From an optimization exercise on the open Yosys and OpenROAD flow, aimed at small area and a short achievable clock period; shortcuts taken in it are not production practice.
At most, simulation tests tie the RTL to the original design; equivalence was not proved.

==> module yaklasik_carpma, before the edit <==
module yaklasik_carpma(
    input clk,
    input rst,
    input [31:0] sayi1,
    input [31:0] sayi2,
    output [63:0] tahmini_sonuc
    );
    reg [1:0]  ph;           
    reg        ilk;          
    reg        son;          
    reg [7:0]  ptr;          
    reg [7:0]  gecerli;      
    reg [7:0]  etiket [0:7];
    reg [63:0] veri [0:7];
    reg [7:0]  yaz;          
    reg [7:0]  isabet;       
    reg [7:0]  osec;         
    reg [31:0] ra;           
    reg [3:0]  rbt;          
    reg [10:0] rbs;          
    reg [31:0] acc;          
    reg [21:0] alt;          
    wire [7:0] tag = {ra[31:28], rbt};
    reg  [7:0] esles;
    integer i;
    always @(*) begin
        for (i = 0; i < 8; i = i + 1)
            esles[i] = gecerli[i] && (etiket[i] == tag);
    end
    wire [31:0] eklenen = ilk ? 32'd0 : acc;
    wire [42:0] s = {11'd0, eklenen} + ra * rbs;
    wire [63:0] carpim = {s[41:0], alt};
    always @(posedge clk) begin
        ra <= sayi1;
        rbt <= sayi2[31:28];
        case (ph)
            2'd0: rbs <= sayi2[10:0];
            2'd1: rbs <= sayi2[21:11];
            default: rbs <= {1'b0, sayi2[31:22]};
        endcase
        acc <= s[42:11];
        alt <= {s[10:0], alt[21:11]};
        isabet <= esles;
        yaz <= (ph == 2'd2 && esles == 8'd0) ? ptr : 8'd0;
        if (rst) begin
            ph <= 2'd0;
            ilk <= 1'b0;
            son <= 1'b0;
            ptr <= 8'd1;
            gecerli <= 8'd0;
            osec <= 8'd0;
        end else begin
            ph <= ph + 2'd1;
            ilk <= (ph == 2'd0);
            son <= (ph == 2'd2);
            if (son) begin
                osec <= (isabet == 8'd0) ? ptr : isabet;
                if (isabet == 8'd0) begin
                    gecerli <= gecerli | ptr;
                    ptr <= {ptr[6:0], ptr[7]};
                end
            end
        end
    end
    always @(posedge clk) begin
        for (i = 0; i < 8; i = i + 1)
            if (yaz[i]) begin
                veri[i] <= carpim;
                etiket[i] <= tag;
            end
    end
    reg [63:0] cikis;
    always @(*) begin
        cikis = 64'd0;
        for (i = 0; i < 8; i = i + 1)
            cikis = cikis | ({64{osec[i]}} & veri[i]);
    end
    assign tahmini_sonuc = cikis;
endmodule
export LEC_CHECK = 0
export CAP_MARGIN = 20
export CORE_MARGIN = 2
export CORE_UTILIZATION = 30
export SLEW_MARGIN = 20
create_clock -name core_clock -period 11.0 [get_ports {clk}]
run.sh (not shown) runs the stock make flow with config.mk's settings and CLKGATE_MAP_FILE= SYNTH_SCRIPT=/design/flow/synth_recipe.tcl, a recipe that flattens the netlist after the stock synthesis.
==> next run, changes <==
==> flow/design.v (replaced) <==
`timescale 1ns / 1ps
module yaklasik_carpma(
    input clk,
    input rst,
    input [31:0] sayi1,
    input [31:0] sayi2,
    output [63:0] tahmini_sonuc
    );
    reg [1:0]  ph;           
    reg [7:0]  ptr;          
    reg [7:0]  gecerli;      
    reg [7:0]  etiket [0:7];
    reg [63:0] veri [0:7];
    reg [7:0]  isabet;       
    reg [7:0]  osec;         
    reg [31:0] ra, rb;       
    reg [31:0] acc;          
    reg [21:0] alt;          
    wire [7:0] tag = {ra[31:28], rb[31:28]};
    reg  [7:0] esles;
    integer i;
    always @(*) begin
        for (i = 0; i < 8; i = i + 1)
            esles[i] = gecerli[i] && (etiket[i] == tag);
    end
    reg [10:0] bsel;
    always @(*) begin
        case (ph)
            2'd1: bsel = rb[10:0];
            2'd2: bsel = rb[21:11];
            default: bsel = {1'b0, rb[31:22]};
        endcase
    end
    wire [31:0] eklenen = (ph == 2'd1) ? 32'd0 : acc;
    wire [42:0] s = {11'd0, eklenen} + ra * bsel;
    wire [63:0] carpim = {s[41:0], alt};
    wire miss = ~|isabet;
    always @(posedge clk) begin
        ra <= sayi1;
        rb <= sayi2;
        acc <= s[42:11];
        alt <= {s[10:0], alt[21:11]};
        isabet <= esles;
        if (rst) begin
            ph <= 2'd0;
            ptr <= 8'd1;
            gecerli <= 8'd0;
            osec <= 8'd0;
        end else begin
            ph <= ph + 2'd1;
            if (ph == 2'd3) begin
                osec <= miss ? ptr : isabet;
                if (miss) begin
                    gecerli <= gecerli | ptr;
                    ptr <= {ptr[6:0], ptr[7]};
                end
            end
        end
    end
    always @(posedge clk) begin
        for (i = 0; i < 8; i = i + 1)
            if (ph == 2'd3 && miss && ptr[i]) begin
                veri[i] <= carpim;
                etiket[i] <= tag;
            end
    end
    reg [63:0] cikis;
    always @(*) begin
        cikis = 64'd0;
        for (i = 0; i < 8; i = i + 1)
            cikis = cikis | ({64{osec[i]}} & veri[i]);
    end
    assign tahmini_sonuc = cikis;
endmodule
Effect:
- The new run passed the timing, design-rule and antenna checks
- core utilization rose by 0.17 points
- maximum frequency goes down by 15%
- final area rose by 0.89%
- critical path depth climbs by 5
- routed wire length increases by 1.7%
- die area goes up by 0.84%
- final cell count grows by 0.78%
- clock-buffer cell count went up by 11
- worst setup slack degrades by 1.2 ns
- register-to-register slack is worse by 1.2 ns

* * *

== v6 ==
yaklasik_carpma, a different RTL version from the one above (not shown whole).
Size in the first run: ~3,100 cells after synthesis, ~130 I/O pins, about 43,000 um^2 of cells after synthesis.
==> flow/config.mk <==
export PLATFORM = sky130hd
export DESIGN_NAME = yaklasik_carpma
export DESIGN_NICKNAME = yaklasik_carpma
export VERILOG_FILES = /design/flow/design.v
export SDC_FILE = /design/flow/constraint.sdc
export NUM_CORES = 4
export LEC_CHECK = 0
export CAP_MARGIN = 20
export CORE_MARGIN = 2
export CORE_UTILIZATION = 30
export CTS_CLUSTER_DIAMETER = 120
export CTS_CLUSTER_SIZE = 22
export SLEW_MARGIN = 20
export SYNTH_HIERARCHICAL = 1
export SYNTH_MINIMUM_KEEP_SIZE = 0
==> flow/constraint.sdc <==
create_clock -name core_clock -period 11.0 [get_ports {clk}]
set_input_delay 2.2000 -clock core_clock [delete_from_list [all_inputs] [get_ports {clk}]]
set_output_delay 2.2000 -clock core_clock [all_outputs]
set_load 0.01 [all_outputs]
standard.sh (not shown) runs the stock make flow with config.mk's settings and CLKGATE_MAP_FILE= SYNTH_SCRIPT=/design/flow/synth_recipe.tcl, a recipe that flattens the netlist after the stock synthesis.
==> flow/flow/run.sh <==
#!/bin/bash
# The standard layout, with two changes to how it is made:
# - timing repair aims at a tighter slack target (repair_timing -setup_margin),
#   so that it also works on paths that already meet the clock period;
# - the port buffers are plain buf_1 cells (repair resizes them as needed).
set -euo pipefail
export SETUP_SLACK_MARGIN=7.5
export BUFFER_PORTS_ARGS="-buffer_cell sky130_fd_sc_hd__buf_1"
bash standard.sh > standard_run.log 2>&1
--- input diff v6..v7 ---
diff --git a/flow/design.v b/flow/design.v
--- a/flow/design.v
+++ b/flow/design.v
@@ -14,25 +14,25 @@
     reg [7:0]  etiket [0:7];
     reg [63:0] veri [0:7];
     reg [7:0]  yaz;          
     reg [7:0]  isabet;       
     reg        son;          
     reg [63:0] cikis;        
     reg [7:0]  osec;         
     reg [31:0] ra;           
     reg [3:0]  rbt;          
     reg [7:0]  bir, iki, eks;   
     reg        ust;          
     reg [48:0] ts, tc;       
-    reg [16:0] lt;           
+    reg [15:0] ls, lc;       
     wire [7:0] tag = {ra[31:28], rbt};
     reg  [7:0] esles;
     integer i;
     always @(*) begin
         for (i = 0; i < 8; i = i + 1)
             esles[i] = gecerli[i] && (etiket[i] == tag);
     end
     wire [15:0] yb = (ph == 2'd0) ? sayi2[15:0] : sayi2[31:16];
     wire [16:0] ybx = {yb, 1'b0};
     reg [7:0] bir_n, iki_n, eks_n;
     always @(*) begin
         for (i = 0; i < 8; i = i + 1) begin
@@ -801,44 +801,46 @@
     assign ns[43] = k648;
     assign nc[43] = s649;
     assign ns[44] = k650;
     assign nc[44] = s651;
     assign ns[45] = k652;
     assign nc[45] = s653;
     assign ns[46] = k654;
     assign nc[46] = s655;
     assign ns[47] = k656;
     assign nc[47] = s657;
     assign ns[48] = k658;
     assign nc[48] = 1'b0;
-    wire [7:0] okusec = (son ? isabet : osec) & {8{~rst}};
+    wire [7:0] okusec = son ? isabet : osec;
     reg [63:0] okunan;
     always @(*) begin
         okunan = 64'd0;
         for (i = 0; i < 8; i = i + 1)
             okunan = okunan | ({64{okusec[i]}} & veri[i]);
     end
-    wire [47:0] ust48 = ts[47:0] + tc[47:0] + {47'd0, lt[16]};
-    wire [63:0] carpim = {ust48, lt[15:0]};
-    wire [63:0] cikis_n = okunan | ({64{son && !rst && isabet == 8'd0}} & carpim);
+    wire [63:0] carpim = {ts[47:0], ls} + {tc[47:0], lc};
+    wire [63:0] cikis_y = okunan | ({64{son && isabet == 8'd0}} & carpim);
+    wire [63:0] cikis_n;
+    sifirla usif[63:0] (.d(cikis_y), .r(rst), .q(cikis_n));
     always @(posedge clk) begin
         ra <= sayi1;
         rbt <= sayi2[31:28];
         bir <= bir_n;
         iki <= iki_n;
         eks <= eks_n;
         ust <= yb[15];
         ts <= ns;
         tc <= nc;
-        lt <= {1'b0, ts[15:0]} + {1'b0, tc[15:0]};
+        ls <= ts[15:0];
+        lc <= tc[15:0];
         isabet <= esles;
         yaz <= (ph == 2'd2 && esles == 8'd0) ? ptr : 8'd0;
         cikis <= cikis_n;
         if (rst) begin
             ph <= 2'd0;
             ilk <= 1'b0;
             ilkn <= 1'b1;
             son <= 1'b0;
             osec <= 8'd0;
             ptr <= 8'd1;
             gecerli <= 8'd0;
         end else begin
@@ -859,16 +861,19 @@
         for (i = 0; i < 8; i = i + 1)
             if (yaz[i]) begin
                 veri[i] <= carpim;
                 etiket[i] <= tag;
             end
     end
     assign tahmini_sonuc = cikis;
 endmodule
 module tam_toplayici(input a, input b, input c, output s, output co);
     assign s = a ^ b ^ c;
     assign co = (a & b) | (a & c) | (b & c);
 endmodule
+module sifirla(input d, input r, output q);
+    assign q = d & ~r;
+endmodule
 module yarim_toplayici(input a, input b, output s, output co);
     assign s = a ^ b;
     assign co = a & b;
 endmodule
[summary]
v7: PASS, flow complete, no timing, DRC or antenna violations. For v7, the master of the slowest instance on the critical path was sky130_fd_sc_hd__fa_2, unlike v6, where it was sky130_fd_sc_hd__fa_1. Changes observed in v7 relative to v6: overall die area now sits higher. Count of instances resized after the clock tree is built, v6 and v7: smaller value in v7. Compared to v6, v7 shows a wider setup margin. Final instance area up 2.9% in v7 wrt v6. Comparing v6 and v7, the lower arithmetic-cell share of the synthesized area counting full adders, half adders and majority gates was measured on v7. Of v6 and v7, v7 shows the higher synthesized area, with v6 below it. v7: average vias per placed instance is about 1.1% higher than what v6 reported. Summary of the comparison: wire length after detailed routing is lower in v7, relative to v6.
Function not checked in v6: the RTL went through the layout flow alone.

## separate check: timing with driven ports
No port has a modelled driver above. Below, the same layouts with a new extraction and two added sets of constraints. Step 1: set_driving_cell puts a clkbuf_16 on clk and a buf_2 on each other input, an assumption about the parent block. Step 2 times the ports against the registers' clock, not the clock port: input delays grow and output delays shrink by t, the midpoint of the rising clock arrivals with the driver on. Slacks: no drivers / after step 1 / after step 2; pairs: no drivers / after step 1.
run | t (ns) | setup slack, ns | latest minus earliest clock arrival (ns) | cell pins on the clock port's net
the first run of note 1 | 0.708 | 4.436 / 4.436 / 4.436 | 0.051 / 0.051 | 1
the second run of note 1 | 0.678 | 3.244 / 3.244 / 3.244 | 0.063 / 0.062 | 1
v6 | 0.709 | 7.463 / 7.461 / 6.828 | 0.067 / 0.067 | 1
v7 | 0.729 | 7.546 / 7.546 / 6.943 | 0.060 / 0.060 | 1
After both steps every run listed still meets setup and hold. The setup slack of v6, which loses most, moves by -0.002 ns with the drivers and by -0.635 ns with both steps.
